This design comes from an exercise in tuning for small area, a short achievable clock period and few clock cycles on the open sky130 flow, not from production work. At most, simulation tests tie the RTL to the original design; equivalence was not proved. Function not checked in runs 1 and 2: the RTL went through the layout flow alone. Power figures rest on the tool's default switching activity, not on a simulated workload.

## flow/config.mk

```make
export PLATFORM = sky130hd
export DESIGN_NAME = risc_v
export DESIGN_NICKNAME = risc_v
export VERILOG_FILES = /design/flow/design.v
export SDC_FILE = /design/flow/constraint.sdc
export NUM_CORES = 4
export LEC_CHECK = 0
export CAP_MARGIN = 20
export CORE_MARGIN = 2
export CORE_UTILIZATION = 40
export SETUP_SLACK_MARGIN = 4
export SLEW_MARGIN = 20
```

## flow/constraint.sdc

```tcl
create_clock -name core_clock -period 10.0 [get_ports {clk}]
set_input_delay 2.0000 -clock core_clock [delete_from_list [all_inputs] [get_ports {clk}]]
set_output_delay 2.0000 -clock core_clock [all_outputs]
set_load 0.01 [all_outputs]
```

## flow/design.v

```verilog
`timescale 1ns/1ns
module risc_v(clk, rst, imem_addr, imem_rdata, dmem_addr, dmem_wdata, dmem_we, dmem_rdata);
    input clk, rst;
    output [31:0] imem_addr;
    input  [31:0] imem_rdata;
    output [31:0] dmem_addr;
    output [31:0] dmem_wdata;
    output dmem_we;
    input  [31:0] dmem_rdata;
    reg  [31:0] pc_f;
    wire [31:0] fi = imem_rdata;
    wire f_jal  = (fi[6:2] == 5'b11011);
    wire f_br   = (fi[6:2] == 5'b11000);
    wire f_pred = f_jal | (f_br & fi[31]);
    wire [11:0] f_off = f_jal ? {fi[20], fi[30:21], 1'b0} : {fi[7], fi[30:25], fi[11:8], 1'b0};
    wire [12:0] f_lo  = {1'b0, pc_f[11:0]} + {1'b0, f_off};
    wire f_ok = f_jal ? (f_lo[12] ? ({fi[31], fi[19:12]} == 9'h1ff) : ({fi[31], fi[19:12]} == 9'h000))
                      : (f_lo[12] == fi[31]);
    wire [31:0] f_seq  = pc_f + 32'd4;
    wire [31:0] f_next = f_pred ? {pc_f[31:12], f_lo[11:0]} : f_seq;
    assign imem_addr = pc_f;
    reg  [31:0] ir;
    reg  [31:0] pc_x;
    reg         v_x;
    reg         bad_x;    
    wire [4:0] rs1 = ir[19:15];
    wire [4:0] rs2 = ir[24:20];
    wire [4:0] rd  = ir[11:7];
    wire [2:0] f3  = ir[14:12];
    wire is_r    = (ir[6:2] == 5'b01100);
    wire is_i    = (ir[6:2] == 5'b00100);
    wire is_ld   = (ir[6:2] == 5'b00000);
    wire is_st   = (ir[6:2] == 5'b01000);
    wire is_br   = (ir[6:2] == 5'b11000);
    wire is_lui  = (ir[6:2] == 5'b01101);
    wire is_jal  = (ir[6:2] == 5'b11011);
    wire is_jalr = (ir[6:2] == 5'b11001);
    wire [31:0] imm_i = {{20{ir[31]}}, ir[31:20]};
    wire [31:0] imm_s = {{20{ir[31]}}, ir[31:25], ir[11:7]};
    wire [31:0] imm_b = {{20{ir[31]}}, ir[7], ir[30:25], ir[11:8], 1'b0};
    wire [31:0] imm_j = {{12{ir[31]}}, ir[19:12], ir[20], ir[30:21], 1'b0};
    wire [31:0] imm_u = {ir[31:12], 12'd0};
    reg  [31:0] res_m, wdata_m;
    reg  [4:0]  rd_m;
    reg         we_m, ld_m, st_m;
    wire [31:0] wd_m = ld_m ? dmem_rdata : res_m;
    reg  [31:0] rf [1:31];
    reg  [31:0] a, b;
    wire fwd_a = we_m & (rd_m == rs1);
    wire fwd_b = we_m & (rd_m == rs2);
    integer k;
    always @(*) begin
        a = {32{fwd_a}} & wd_m;
        b = {32{fwd_b}} & wd_m;
        for (k = 1; k < 32; k = k + 1) begin
            a = a | ({32{(rs1 == k) & ~fwd_a}} & rf[k]);
            b = b | ({32{(rs2 == k) & ~fwd_b}} & rf[k]);
        end
    end
    wire        addsub = is_ld | is_st | is_jalr | (f3 == 3'b000);
    wire [31:0] opb = (is_r | is_br) ? b : (is_st ? imm_s : imm_i);
    wire        neg = is_br | (~addsub & f3[1]) | (is_r & ir[30] & (f3 == 3'b000));
    wire [32:0] d   = {1'b0, a} + {1'b0, opb ^ {32{neg}}} + {32'd0, neg};
    wire [31:0] x   = a ^ opb;
    wire        ltu = ~d[32];
    wire        lt  = (a[31] ^ opb[31]) ? a[31] : d[31];
    wire        eq  = (x == 32'd0);
    reg [31:0] alu;
    always @(*) begin
        if (addsub) alu = d[31:0];
        else case (f3)
            3'b010:  alu = {31'd0, lt};
            3'b011:  alu = {31'd0, ltu};
            3'b100:  alu = x;
            3'b110:  alu = a | opb;
            3'b111:  alu = a & opb;
            default: alu = d[31:0];
        endcase
    end
    wire [31:0] pc4 = pc_x + 32'd4;
    wire [31:0] tgt = pc_x + (is_jal ? imm_j : imm_b);
    wire [31:0] res = (is_jal | is_jalr) ? pc4 : (is_lui ? imm_u : alu);
    wire        x_we = v_x & (is_r | is_i | is_ld | is_lui | is_jal | is_jalr) & (rd != 5'd0);
    reg  cond;
    always @(*) begin
        case ({f3[2], f3[0]})
            2'b00: cond = eq;
            2'b01: cond = ~eq;
            2'b10: cond = lt;
            default: cond = ~lt;
        endcase
    end
    wire redirect = v_x & (is_jalr | (is_jal & bad_x) |
                           (is_br & (ir[31] ? (~cond | bad_x) : cond)));
    wire [31:0] x_target = is_jalr ? d[31:0] : ((is_br & ~cond) ? pc4 : tgt);
    assign dmem_addr  = res_m;
    assign dmem_wdata = wdata_m;
    assign dmem_we    = st_m;
    always @(posedge clk) begin
        if (we_m) rf[rd_m] <= wd_m;
    end
    always @(posedge clk or posedge rst) begin
        if (rst) begin
            pc_f <= 32'd0;
            v_x  <= 1'b0;
            we_m <= 1'b0;
            ld_m <= 1'b0;
            st_m <= 1'b0;
        end else begin
            pc_f <= redirect ? x_target : f_next;
            v_x  <= ~redirect;
            we_m <= x_we;
            ld_m <= v_x & is_ld;
            st_m <= v_x & is_st;
        end
    end
    always @(posedge clk) begin
        ir      <= fi;
        pc_x    <= pc_f;
        bad_x   <= f_pred & ~f_ok;
        res_m   <= res;
        wdata_m <= b;
        rd_m    <= rd;
    end
endmodule
```

## flow/run.sh

```bash
#!/bin/bash
# synth_recipe.tcl (not shown) runs the flow's synth.tcl, then flattens the netlist and writes it again
# the make line also repeats each setting of config.mk as NAME=value (left out here)
make -C /OpenROAD-flow-scripts/flow DESIGN_CONFIG=/design/flow/config.mk WORK_HOME=/design/flow/orfs CLKGATE_MAP_FILE= SYNTH_SCRIPT=/design/flow/synth_recipe.tcl finish
```

==> metrics.cfg, run 1 <==
[drt]
first_pass_iters = 12
vias_per_cell = 7.41
wl_per_cell_microns = 42.6
ant_nets = 0
drc = 0
postRouteWirelength_microns = 293000
drt_iter0_drc = 11800
vias = 50900

[synth]
avgSynthCellArea_sq_um = 12.6
yosys_register_bits = 1160
ys_warn_count = 1
netlist.area_leader.share_pct = 54.1
synth_top_area_cell = edfxtp_1
synth-async-reset-ratio_pct = 3.10
syn-num-nets = 4583
synthCells = 4376
ys_seq_area_share_pct = 60.6
synth_cell_type_count = 83
synthFlopType = edfxtp_1
synth_edf_count = 992
synth.area.top_cells = edfxtp_1, a22oi_1, dfxtp_1
synth.cell_area_sq_um = 55000

[critical_path]
reg2regPathDepth = 26
worstSetupPathType = reg -> reg
slowest_delay_ns = 0.88
worstPathArrival_ns = 7.52
crit_required_ns = 10.65
crit_cells = 26
worst-path-max-fanout = 16
path_common_cell = buf_4
cp.buffers_inverters = 7
critPathLaunchType = flip-flop
path_delay_family = simple AND/OR/NAND/NOR gates
critical_path.endpoint_type = flip-flop
cp_slowest_cell = nor2_4
regToRegSetupSlack_ns = 3.13

[cells_and_area]
final_util_pct = 51.3
fillerInstances = 11600
mostFrequentLayoutCells = edfxtp_1, a22oi_1, buf_4
drive_gt1_share_pct = 24.4
final_common_cell = edfxtp_1
finalNetCount = 5145
area_delta_synth_final_pct = 27.6

[timing]
final_max_slew_viol_count = 0
setup_tns_ns = 0
slew_headroom_pct = 20.4
finalCritPeriodShare_pct = 68.7
fin_skew_ns = 0.0596
hold_viol_final = 0
rsz0062_at_grt = yes
worst_pin_slew_ns = 1.19
min_period_ns = 6.87
setup_violations = 0
fmax_mhz = 146

[clocking]
clk_pin_slew_worst_paths_ns = 0.07
cts_sinks = 1160
clockBufferDepth = 3
cts_hold_buf = 0
clock_latency_ns = 0.80
root_buffer = clkbuf_16
ctsHtreeMaxLevel = 3
cts-buffers-inserted = 116
cts_tree = built

[pwr]
peakVddDrop_v = 0.000156
powerDensity_nw_per_um2 = 214
p_leak_nw = 24.8

[die]
row_count = 136
dieHeight_microns = 375
dieArea_sq_um = 141000
chipWidth_microns = 375
io_pins = 163
core_sq_um = 137000
initial_utilization_pct = 40.2

[place]
io_buffers = 160
hpwlAfterDp_microns = 161000
place.gp.congestion = 0.972

[global_route]
grt_max_degree = 42
grt_pass1_wl_microns = 385000
antenna_found_initial = 27
gr-usage-all-layers_pct = 39.9
first_global_vias = 46500
overflow = 0

[min_path]
hold_path_class = reg -> reg
hold_depth = 0

[job]
drv_cap = 0

[run_status]
status = complete, no violations

-- cells by family (layout without fill, tap and decap cells) --
kind of cell	count (synthesis)	count (layout)	share of synthesized area [%]
buffers and inverters	446	1102	3.16
AND/OR/NAND/NOR	921	923	8.42
AO/OA/AOI/OAI	1390	1390	19.1
other	0	32	0
multiplexers	155	163	2.94
flip-flops	1160	1160	60.6
XOR/XNOR	163	163	2.59
adder cells (fa/ha/maj)	141	141	3.25
-- final cells by class --
| cell class | instances | area [sq um] | area share [%] |
|---|---|---|---|
| inverter | 146 | 583 | 0.830 |
| antenna | 32 | 80.1 | 0.114 |
| multi-input combinational | 2780 | 22700 | 32.3 |
| clock inverter | 86 | 841 | 1.20 |
| timing repair buffer | 729 | 7290 | 10.4 |
| tap | 1794 | 2240 | 3.20 |
| sequential | 1160 | 33400 | 47.5 |
| timing repair inverter | 5 | 25.0 | 0.0356 |
| clock buffer | 136 | 3100 | 4.41 |
-- power by group --
part / leakage, nW / internal [mW] / switching [mW]
Clock: 1.93 / 2.56 / 2.02
Sequential: 10.6 / 5.85 / 0.345
Combinational: 12.3 / 1.78 / 2.51
Total: 24.8 / 10.2 / 4.87
-- cell usage after synthesis (112+ instances only) --
master	number
a221oi_1	177
a22o_1	157
a22oi_1	582
clkbuf_1	244
dfxtp_1	132
edfxtp_1	992
ha_1	138
inv_1	144
mux2i_1	118
nand2_1	196
nand3_1	187
nand4_1	112
nor2_1	194
o21ai_0	115
-- what timing repair did --
item                       CTS  global route
pin swaps                  120           102
setup buffers              277           100
gates resized for setup    380           260
cloned                      24             7
setup endpoints to repair   64            91
hold endpoints to repair     0             0
-- metrics by stage --
step | worst slack, ns | power [mW] | cell area [sq um] | hold WS (ns) | std cells
floorplan | 3.69 | 8.00 | 55200 | 0.358 | 4376
global placement | 1.53 | 9.42 | 60000 | 0.413 | 6206
detailed placement | 1.48 | 9.44 | 60000 | 0.403 | 6206
CTS | 3.47 | 14.5 | 68100 | 0.407 | 6729
global route | 3.05 | 15.4 | 70200 | 0.416 | 6844
finish | 3.13 | 15.1 | 70200 | 0.411 | 6868
-- routing by layer --
layer	routed length, microns	track usage [%]	up-vias	part of all wire [%]
li1	-	-	18900	-
met1	94500	46.9	24300	32
met2	115000	55.7	5857	39
met3	52600	20.1	1866	18
met4	29900	29.3	26	10
met5	528	1.13	-	0.18
-- path summary, 6_finish.rpt --
| kind | to | start |
|---|---|---|
| worst max-delay path | pc_f[14]$_DFFE_PP0P_ | ir[16]$_DFF_P_ |
| worst min-delay path | rd_m[0]$_DFF_P_ | ir[7]$_DFF_P_ |
| worst max register to register | pc_f[14]$_DFFE_PP0P_ | ir[16]$_DFF_P_ |
| worst min register to register | rd_m[0]$_DFF_P_ | ir[7]$_DFF_P_ |
| max in group asynchronous | ld_m$_DFF_PP0_ | rst |
| min in group asynchronous | pc_f[27]$_DFFE_PP0P_ | rst |
-- sequential cells by signal, indices dropped and copies added (netlist names) --
signal,flops
pc_f,32
ir,30
rf,992
st_m,1
bad_x,1
wdata_m,32
we_m,1
res_m,32
ld_m,1
rd_m,5
pc_x,32
v_x,1
==> run 2: changes to the inputs <==
--- a/flow/config.mk
+++ b/flow/config.mk
@@ -8,5 +8,4 @@
 export CAP_MARGIN = 20
 export CORE_MARGIN = 2
 export CORE_UTILIZATION = 40
-export SETUP_SLACK_MARGIN = 4
 export SLEW_MARGIN = 20
==> metrics.cfg, run 2 <==
[run_status]
status = complete, no violations  ; unchanged

[critical_path]
slowest_delay_ns = 0.90  ; was 0.88 ns
regToRegSetupSlack_ns = 1.18  ; was 3.13 ns
worstSetupPathType = reg -> reg  ; unchanged
worstPathArrival_ns = 9.48  ; was 7.52 ns
worst-path-max-fanout = 17  ; was 16
cp_slowest_cell = nor2_4  ; unchanged
critical_path.endpoint_type = flip-flop  ; unchanged
critPathLaunchType = flip-flop  ; unchanged
crit_required_ns = 10.66  ; was 10.65 ns
path_common_cell = buf_4  ; unchanged

[die]
row_count = 136  ; unchanged
dieHeight_microns = 375  ; unchanged
io_pins = 163  ; unchanged
core_sq_um = 137000  ; unchanged
dieArea_sq_um = 141000  ; unchanged
chipWidth_microns = 375  ; unchanged
initial_utilization_pct = 40.2  ; unchanged

[timing]
fmax_mhz = 113  ; was 146 MHz
min_period_ns = 8.82  ; was 6.87 ns
slew_headroom_pct = 18.3  ; was 20.4%
finalCritPeriodShare_pct = 88.2  ; was 68.7%
fin_skew_ns = 0.0689  ; was 0.0596 ns
hold_viol_final = 0  ; unchanged
final_max_slew_viol_count = 0  ; unchanged
setup_violations = 0  ; unchanged
rsz0062_at_grt = no  ; was yes
setup_tns_ns = 0  ; unchanged
worst_pin_slew_ns = 1.23  ; was 1.19 ns

[place]
place.gp.congestion = 1.03  ; was 0.972
io_buffers = 160  ; unchanged
hpwlAfterDp_microns = 160000  ; was 161000 microns

[global_route]
gr-usage-all-layers_pct = 37.1  ; was 39.9%
overflow = 0  ; unchanged
first_global_vias = 44200  ; was 46500
grt_pass1_wl_microns = 362000  ; was 385000 microns
antenna_found_initial = 12  ; was 27
grt_max_degree = 37  ; was 42

[drt]
drt_iter0_drc = 11600  ; was 11800
first_pass_iters = 14  ; was 12
ant_nets = 0  ; unchanged
postRouteWirelength_microns = 269000  ; was 293000 microns
vias = 47500  ; was 50900
vias_per_cell = 7.35  ; was 7.41
drc = 0  ; unchanged
wl_per_cell_microns = 41.5  ; was 42.6 microns

[pwr]
powerDensity_nw_per_um2 = 220  ; was 214 nW/um^2
total_power_mw = 14.1  ; was 15.1 mW
peakVddDrop_v = 0.000154  ; was 0.000156 V
p_leak_nw = 22.0  ; was 24.8 nW

[cells_and_area]
finalNetCount = 4752  ; was 5145
final_common_cell = edfxtp_1  ; unchanged
final-seq-area_sq_um = 33300  ; was 33400 sq um
area_delta_synth_final_pct = 16.2  ; was 27.6%
fillerInstances = 12100  ; was 11600
multiInputGateArea_sq_um = 20700  ; was 22700 sq um
largest_register_ffs = 992  ; unchanged
drive_gt1_share_pct = 11.3  ; was 24.4%
largest_register = rf  ; unchanged
final_util_pct = 46.7  ; was 51.3%
mostFrequentLayoutCells = edfxtp_1, a22oi_1, nand2_1  ; was edfxtp_1, a22oi_1, buf_4

[clocking]
clockBufferDepth = 3  ; unchanged
ctsResizeCount = 0  ; was 380
root_buffer = clkbuf_16  ; unchanged
cts_setup_buffers = 0  ; was 277
ctsHtreeMaxLevel = 3  ; unchanged
cts_hold_buf = 0  ; unchanged
cts_tree = built  ; unchanged
clock_latency_ns = 0.79  ; was 0.80 ns
clk_pin_slew_worst_paths_ns = 0.06  ; was 0.07 ns
cts_sinks = 1160  ; unchanged
cts-buffers-inserted = 117  ; was 116

[synth]
synthFlopType = edfxtp_1  ; unchanged
synth.cell_area_sq_um = 55000  ; unchanged
synth.area.top_cells = edfxtp_1, a22oi_1, dfxtp_1  ; unchanged
synth_edf_count = 992  ; unchanged
netlist.area_leader.share_pct = 54.1  ; unchanged
syn-num-nets = 4583  ; unchanged
synthCells = 4376  ; unchanged
synth_common_cells = edfxtp_1, a22oi_1, clkbuf_1  ; unchanged
synth_top_area_cell = edfxtp_1  ; unchanged
yosys_register_bits = 1160  ; unchanged
ys_warn_count = 1  ; unchanged
synth-async-reset-ratio_pct = 3.10  ; unchanged
ys_seq_area_share_pct = 60.6  ; unchanged
post-synth-top-count-cell = edfxtp_1  ; unchanged
avgSynthCellArea_sq_um = 12.6  ; unchanged
synth_cell_type_count = 83  ; unchanged

[job]
drv_cap = 0  ; unchanged

[min_path]
hold_path_class = reg -> reg  ; unchanged

==> run 2: layout make-up <==
type | count | share of cell area (%)
Sequential cell | 1160 | 52.1
Antenna cell | 30 | 0.117
Tap cell | 1794 | 3.51
Clock inverter | 76 | 1.43
Timing Repair Buffer | 350 | 4.76
Multi-Input combinational cell | 2770 | 32.4
Clock buffer | 140 | 4.83
Inverter | 146 | 0.857
==> run 2: path summary, 6_finish.rpt <==
check | startpoint | end | cells past startpoint
min in group asynchronous | rst | pc_f[27]$_DFFE_PP0P_ | 3
setup / recovery | ir[15]$_DFF_P_ | pc_f[30]$_DFFE_PP0P_ | 25
setup reg to reg | ir[15]$_DFF_P_ | pc_f[30]$_DFFE_PP0P_ | 25
hold reg to reg | pc_f[31]$_DFFE_PP0P_ | pc_x[31]$_DFF_P_ | 0
hold / removal | pc_f[31]$_DFFE_PP0P_ | pc_x[31]$_DFF_P_ | 0
max in group asynchronous | rst | ld_m$_DFF_PP0_ | 3
==> run 2: cells by family after synthesis <==
kind of cell,after synthesis,synth area share (%)
AOI/OAI and AO/OA,1390,19.1
adders and majority gates,141,3.25
xor gates and xnor gates,163,2.59
DFF,1160,60.6
and+or+nand+nor,921,8.42
muxes,155,2.94
buffers and inverters,446,3.16
==> run 2: worst max-delay path, delay by kind of cell, from the launching register on <==
kind,cells,cell delay (ns)
multiplexers,1,0.29
AND/OR/NAND/NOR,7,2.56
AO/OA/AOI/OAI,11,2.98
XOR/XNOR,2,0.48
buffers and inverters,3,1.11
flip-flops,1,0.78
adder cells (fa/ha/maj),1,0.43
==> run 2: power by group <==
| group | leakage, nW | total (mW) | switching (mW) | internal (mW) |
|---|---|---|---|---|
| clock | 1.95 | 4.65 | 2.01 | 2.65 |
| sequential | 10.6 | 6.14 | 0.287 | 5.86 |
| combinational | 9.45 | 3.25 | 2.11 | 1.14 |
| total | 22.0 | 14.1 | 4.41 | 9.64 |
==> run 2: per-layer routing <==
metal	vias up	wire, microns	global-route usage (%)
met4	12	24000	25.8
met1	22800	91200	45.7
li1	18000	-	-
met3	1448	45300	15.6
met5	-	146	0.515
met2	5207	108000	52.4
==> run 2: per-stage QoR <==
stage | cell area (sq um) | instances | setup WS [ns] | hold WS, ns
after floorplan | 55000 | 4376 | 3.20 | 0.358
after global placement | 59900 | 6219 | 1.28 | 0.404
after detailed placement | 59900 | 6219 | 1.27 | 0.405
after CTS | 63900 | 6435 | 1.59 | 0.424
after global routing | 63900 | 6453 | 1.05 | 0.445
final | 64000 | 6466 | 1.18 | 0.427
==> run 3: changes to the inputs <==
==> flow/design.v (replaced) <==
`timescale 1ns/1ns
module risc_v(clk, rst, imem_addr, imem_rdata, dmem_addr, dmem_wdata, dmem_we, dmem_rdata);
    input clk, rst;
    output [31:0] imem_addr;
    input  [31:0] imem_rdata;
    output [31:0] dmem_addr;
    output [31:0] dmem_wdata;
    output dmem_we;
    input  [31:0] dmem_rdata;
    reg  [31:0] pc_f;
    reg  [31:0] ir;       
    reg  [31:0] pc_x;     
    reg         v_x;      
    wire [31:0] fi = imem_rdata;
    wire f_jal  = (fi[6:2] == 5'b11011);
    wire f_bbak = (fi[6:2] == 5'b11000) & fi[31];
    wire [31:0] f_imm = f_jal ? {{12{fi[31]}}, fi[19:12], fi[20], fi[30:21], 1'b0}
                              : {{20{fi[31]}}, fi[7], fi[30:25], fi[11:8], 1'b0};
    wire [31:0] f_target = pc_f + f_imm;
    wire [31:0] f_seq    = pc_f + 32'd4;
    wire [31:0] f_next   = (f_jal | f_bbak) ? f_target : f_seq;
    assign imem_addr = pc_f;
    wire [4:0] rs1 = ir[19:15];
    wire [4:0] rs2 = ir[24:20];
    wire [4:0] rd  = ir[11:7];
    wire [2:0] f3  = ir[14:12];
    wire is_r    = (ir[6:2] == 5'b01100);
    wire is_i    = (ir[6:2] == 5'b00100);
    wire is_ld   = (ir[6:2] == 5'b00000);
    wire is_st   = (ir[6:2] == 5'b01000);
    wire is_br   = (ir[6:2] == 5'b11000);
    wire is_lui  = (ir[6:2] == 5'b01101);
    wire is_jal  = (ir[6:2] == 5'b11011);
    wire is_jalr = (ir[6:2] == 5'b11001);
    wire [31:0] imm_i = {{20{ir[31]}}, ir[31:20]};
    wire [31:0] imm_s = {{20{ir[31]}}, ir[31:25], ir[11:7]};
    wire [31:0] imm_b = {{20{ir[31]}}, ir[7], ir[30:25], ir[11:8], 1'b0};
    wire [31:0] imm_u = {ir[31:12], 12'd0};
    reg  [31:0] rf [1:31];
    wire [31:0] a = (rs1 == 5'd0) ? 32'd0 : rf[rs1];
    wire [31:0] b = (rs2 == 5'd0) ? 32'd0 : rf[rs2];
    wire [31:0] opb = is_r ? b : (is_st ? imm_s : imm_i);
    wire        sub = is_r & ir[30];
    wire [31:0] sum = sub ? (a - opb) : (a + opb);
    wire        lt  = $signed(a) < $signed(opb);
    wire        ltu = a < opb;
    reg [31:0] alu;
    always @(*) begin
        case (f3)
            3'b010:  alu = {31'd0, lt};
            3'b011:  alu = {31'd0, ltu};
            3'b100:  alu = a ^ opb;
            3'b110:  alu = a | opb;
            3'b111:  alu = a & opb;
            default: alu = sum;
        endcase
    end
    wire [31:0] link = pc_x + 32'd4;
    wire [31:0] wd = is_ld ? dmem_rdata :
                     is_lui ? imm_u :
                     (is_jal | is_jalr) ? link : alu;
    wire rf_we = v_x & (is_r | is_i | is_ld | is_lui | is_jal | is_jalr) & (rd != 5'd0);
    always @(posedge clk) begin
        if (rf_we) rf[rd] <= wd;
    end
    wire b_eq = (a == b);
    wire b_lt = $signed(a) < $signed(b);
    reg  cond;
    always @(*) begin
        case ({f3[2], f3[0]})
            2'b00: cond = b_eq;
            2'b01: cond = ~b_eq;
            2'b10: cond = b_lt;
            default: cond = ~b_lt;
        endcase
    end
    wire redirect = v_x & (is_jalr | (is_br & (cond != ir[31])));
    wire [31:0] x_target = is_jalr ? sum : (ir[31] ? link : (pc_x + imm_b));
    assign dmem_addr  = sum;
    assign dmem_wdata = b;
    assign dmem_we    = v_x & is_st;
    always @(posedge clk or posedge rst) begin
        if (rst) begin
            pc_f <= 32'd0;
            v_x  <= 1'b0;
        end else begin
            pc_f <= redirect ? x_target : f_next;
            v_x  <= ~redirect;
        end
    end
    always @(posedge clk) begin
        ir   <= fi;
        pc_x <= pc_f;
    end
endmodule
==> metrics.cfg, run 3 <==
[synth]
synth_cell_type_count = 89  ; was 83
yosys_register_bits = 1087  ; was 1160
synth_common_cells = edfxtp_1, mux4_2, a21oi_1  ; was edfxtp_1, a22oi_1, clkbuf_1
ys_seq_area_share_pct = 52.7  ; was 60.6%
synth.area.mux_share_pct = 20.0  ; was 2.94%
synthFlopType = edfxtp_1  ; unchanged
synthCells = 4512  ; was 4376
synth-xor-area-share_pct = 2.17  ; was 2.59%
synth-async-reset-ratio_pct = 3.04  ; was 3.10%
ys_warn_count = 1  ; unchanged
synth-adder-area-share_pct = 4.05  ; was 3.25%
synth_compound_area_share_pct = 11.9  ; was 19.1%
syn-num-nets = 4770  ; was 4583
synth-simple-area-share_pct = 6.19  ; was 8.42%
synth_edf_count = 992  ; unchanged
netlist.area_leader.share_pct = 49.3  ; was 54.1%
synth.area.top_cells = edfxtp_1, mux4_2, mux2i_1  ; was edfxtp_1, a22oi_1, dfxtp_1
synth_top_area_cell = edfxtp_1  ; unchanged
avgSynthCellArea_sq_um = 13.4  ; was 12.6 sq um
post-synth-top-count-cell = edfxtp_1  ; unchanged
synth_top_family_by_area = multiplexers  ; was compound AO/OA/AOI/OAI gates
synth.cell_area_sq_um = 60400  ; was 55000 sq um

[timing]
worst_slack_ns = 0.393  ; was 1.18 ns
fin_skew_ns = 0.0718  ; was 0.0689 ns
final_max_slew_viol_count = 0  ; unchanged
setup_violations = 0  ; unchanged
worst_pin_slew_ns = 1.13  ; was 1.23 ns
fmax_mhz = 104  ; was 113 MHz
setup_tns_ns = 0  ; unchanged
finalCritPeriodShare_pct = 96.1  ; was 88.2%
slew_headroom_pct = 23.6  ; was 18.3%
hold_viol_final = 0  ; unchanged
hold_slack_ns = 0.410  ; was 0.427 ns
min_period_ns = 9.61  ; was 8.82 ns
rsz0062_at_grt = no  ; unchanged

[clocking]
cts_hold_buf = 0  ; unchanged
cts-buffers-inserted = 112  ; was 117
cts_tree = built  ; unchanged
ctsHtreeMaxLevel = 3  ; unchanged
clock_latency_ns = 0.78  ; was 0.79 ns
root_buffer = clkbuf_16  ; unchanged
cts_sinks = 1087  ; was 1160
clockBufferDepth = 3  ; unchanged
clk_pin_slew_worst_paths_ns = 0.06  ; about the same

[critical_path]
critical_path.endpoint_type = output port  ; was flip-flop
worstSetupStartpoint = ir[21]$_DFF_P_  ; was ir[15]$_DFF_P_
crit_chain = buf_12 -> buf_12 -> mux4_2 -> o22ai_1 -> a211oi_1 -> o21ai_0 -> o21a_1 -> ha_1 -> nand3b_1 -> or3_1 -> nor2_1 -> a41oi_1 -> nand4b_1 -> nand3_1 -> a221oi_1 -> nor4bb_1 -> a21oi_1 -> xor2_1 -> clkdlybuf4s50_1
critPathLaunchType = flip-flop  ; unchanged
crit_end = dmem_addr[31]  ; was pc_f[30]$_DFFE_PP0P_
path_common_cell = buf_12  ; was buf_4
cp_slowest_cell = dfxtp_4  ; was nor2_4
regToRegSetupSlack_ns = 2.51  ; was 1.18 ns
worst-path-max-fanout = 86  ; was 17
r2r-start = ir[20]$_DFF_P_  ; was ir[15]$_DFF_P_
slowest_delay_ns = 0.70  ; was 0.90 ns
worstSetupPathType = reg -> out  ; was reg -> reg
reg2regPathDepth = 22  ; was 25
r2r-end = rf[6][25]$_DFFE_PP_  ; was pc_f[30]$_DFFE_PP0P_
worstPathArrival_ns = 7.61  ; was 9.48 ns
crit_required_ns = 8.00  ; was 10.66 ns

[cells_and_area]
reg.largest.list = rf (992), pc_f (32), pc_x (32)
largest_register = rf  ; unchanged
final_cells = 6761  ; was 6466
finalNetCount = 4904  ; was 4752
largest_register_ffs = 992  ; unchanged
fin_area_sq_um = 69100  ; was 64000 sq um
area_delta_synth_final_pct = 14.4  ; was 16.2%
final_util_pct = 46.1  ; was 46.7%
final_common_cell = edfxtp_1  ; unchanged
drive_gt1_share_pct = 18.0  ; was 11.3%
mostFrequentLayoutCells = edfxtp_1, mux4_2, a21oi_1  ; was edfxtp_1, a22oi_1, nand2_1

[place]
postPlaceCellArea_sq_um = 65300  ; was 59900 sq um
post-place-ws_ns = 1.09  ; was 1.27 ns
hpwlAfterDp_microns = 128000  ; was 160000 microns
place.gp.congestion = 0.966  ; was 1.03
io_buffers = 160  ; unchanged
dp.cells = 6547  ; was 6219

[pwr]
p_sw_share_pct = 31.3  ; was 31.4%
power.share.combinational_pct = 26.4  ; was 23.2%
clkPwrFrac_pct = 32.1  ; was 33.1%
p_leak_nw = 24.0  ; was 22.0 nW
intPower_mw = 9.28  ; was 9.64 mW
powerDensity_nw_per_um2 = 195  ; was 220 nW/um^2
total_power_mw = 13.5  ; was 14.1 mW
peakVddDrop_v = 0.000168  ; was 0.000154 V
seqPwrFrac_pct = 41.4  ; was 43.7%
switchingPower_mw = 4.23  ; was 4.41 mW

[die]
chipWidth_microns = 393  ; was 375 microns
core_sq_um = 150000  ; was 137000 sq um
dieArea_sq_um = 154000  ; was 141000 sq um
row_count = 142  ; was 136
dieHeight_microns = 393  ; was 375 microns
initial_utilization_pct = 40.3  ; was 40.2%
io_pins = 163  ; unchanged

[global_route]
grt_max_degree = 112  ; was 37
gr-usage-met1_pct = 36.5  ; was 45.7%
overflow = 0  ; unchanged
use_met3_pct = 5.16  ; was 15.6%
gr-usage-all-layers_pct = 26.4  ; was 37.1%
first_global_vias = 41200  ; was 44200
grt_use_met2_pct = 40.5  ; was 52.4%
top_usage_layer = met2  ; unchanged
antenna_found_initial = 4  ; was 12
grt_pass1_wl_microns = 293000  ; was 362000 microns

[drt]
postRouteWirelength_microns = 206000  ; was 269000 microns
drt_iter0_drc = 5378  ; was 11600
drc = 0  ; unchanged
vias_per_cell = 6.32  ; was 7.35
ant_nets = 0  ; unchanged
first_pass_iters = 8  ; was 14
wl_per_cell_microns = 30.5  ; was 41.5 microns
vias = 42700  ; was 47500

[run_status]
status = complete, no violations  ; unchanged

[job]
drv_cap = 0  ; unchanged

[min_path]
hold_path_class = reg -> reg  ; unchanged

-- run 3: per-layer routing --
layer	share of wire, %	routed length [microns]
met1	40	83300
met5	0.0039	8
met3	10	20800
met4	4.7	9780
met2	45	92500
-- run 3: kinds of logic after synthesis --
logic type | after synthesis
adder cells (fa/ha/maj) | 194
XOR/XNOR | 149
flip-flops | 1087
multiplexers | 700
AO/OA/AOI/OAI | 1117
buffers and inverters | 464
AND/OR/NAND/NOR | 801
-- run 3: critical path, delay by kind of cell, from the launching register on --
| family | cells | cell delay [ns] |
|---|---|---|
| mux | 1 | 0.40 |
| xor+xnor | 1 | 0.39 |
| flops | 1 | 0.70 |
| buf+inv | 3 | 1.32 |
| compound gates | 7 | 2.05 |
| fa+ha+maj | 1 | 0.31 |
| simple gates | 6 | 1.48 |
-- run 3: worst min-delay path by stage --
stage	from	endpoint	slack [ns]	depth (start not counted)
3_3_place_gp	pc_f[0]$_DFFE_PP0P_	pc_x[0]$_DFF_P_	0.39	0
4_1_cts	pc_f[0]$_DFFE_PP0P_	pc_x[0]$_DFF_P_	0.41	0
5_1_grt	pc_f[0]$_DFFE_PP0P_	pc_x[0]$_DFF_P_	0.42	0
3_5_place_dp	pc_f[0]$_DFFE_PP0P_	pc_x[0]$_DFF_P_	0.39	0
2_1_floorplan	pc_f[0]$_DFFE_PP0P_	pc_x[0]$_DFF_P_	0.43	0
6_report	pc_f[0]$_DFFE_PP0P_	pc_x[0]$_DFF_P_	0.41	0
-- run 3: timing repair --
action	CTS	global route
setup buffers	0	1
gates resized for setup	0	0
endpoints found under the setup margin	0	3
-- run 3: power by group through the flow --
stage | Combinational, mW | Clock [mW] | Sequential, mW
after floorplan | 2.26 | 0 | 5.62
after global placement | 3.48 | 0 | 5.69
after detailed placement | 3.50 | 0 | 5.68
after CTS | 3.52 | 4.39 | 5.60
after global routing | 3.88 | 4.56 | 5.63
final | 3.57 | 4.34 | 5.60
-- run 3: area by class of cell --
class / count / area, sq um
Clock inverter: 73 / 847
Sequential cell: 1087 / 31900
Antenna cell: 2 / 5.00
Multi-Input combinational cell: 2961 / 27200
Timing Repair Buffer: 328 / 3150
Inverter: 156 / 586
Clock buffer: 138 / 2960
Tap cell: 2016 / 2520
Fill cell: 13300 / 80800
Testbench counts of run 3, summed over its fixed seeds: cycles 30,804.

-- port drivers added, routing unchanged --
No port has a modelled driver above. Below, the same layouts with a new extraction and two added sets of constraints. Step 1, drivers: a clkbuf_16 drives clk and a buf_2 each remaining input, both assumed. Step 2 adds t to the input delays and takes it off the output delays; t is the mean of the earliest and latest rising clock arrival at the registers after step 1. Input paths then give back, and output paths get back, about the clock's delay inside the block. Slacks: ideal ports / drivers / drivers and shift; pairs: ideal ports / drivers.
| run | t, ns | slack for setup (ns) | worst slew at a driven data input, ns |
|---|---|---|---|
| run 1 | 0.844 | 3.129 / 3.129 / 2.455 | 0.05 |
| run 2 | 0.834 | 1.177 / 1.177 / 0.950 | 0.05 |
| run 3 | 0.818 | 0.393 / 0.317 / 1.135 | 0.05 |
After both steps every run listed still meets setup and hold. For run 1, which loses most, drivers alone change the setup slack by 0.000 ns; drivers and shift together by -0.674 ns.
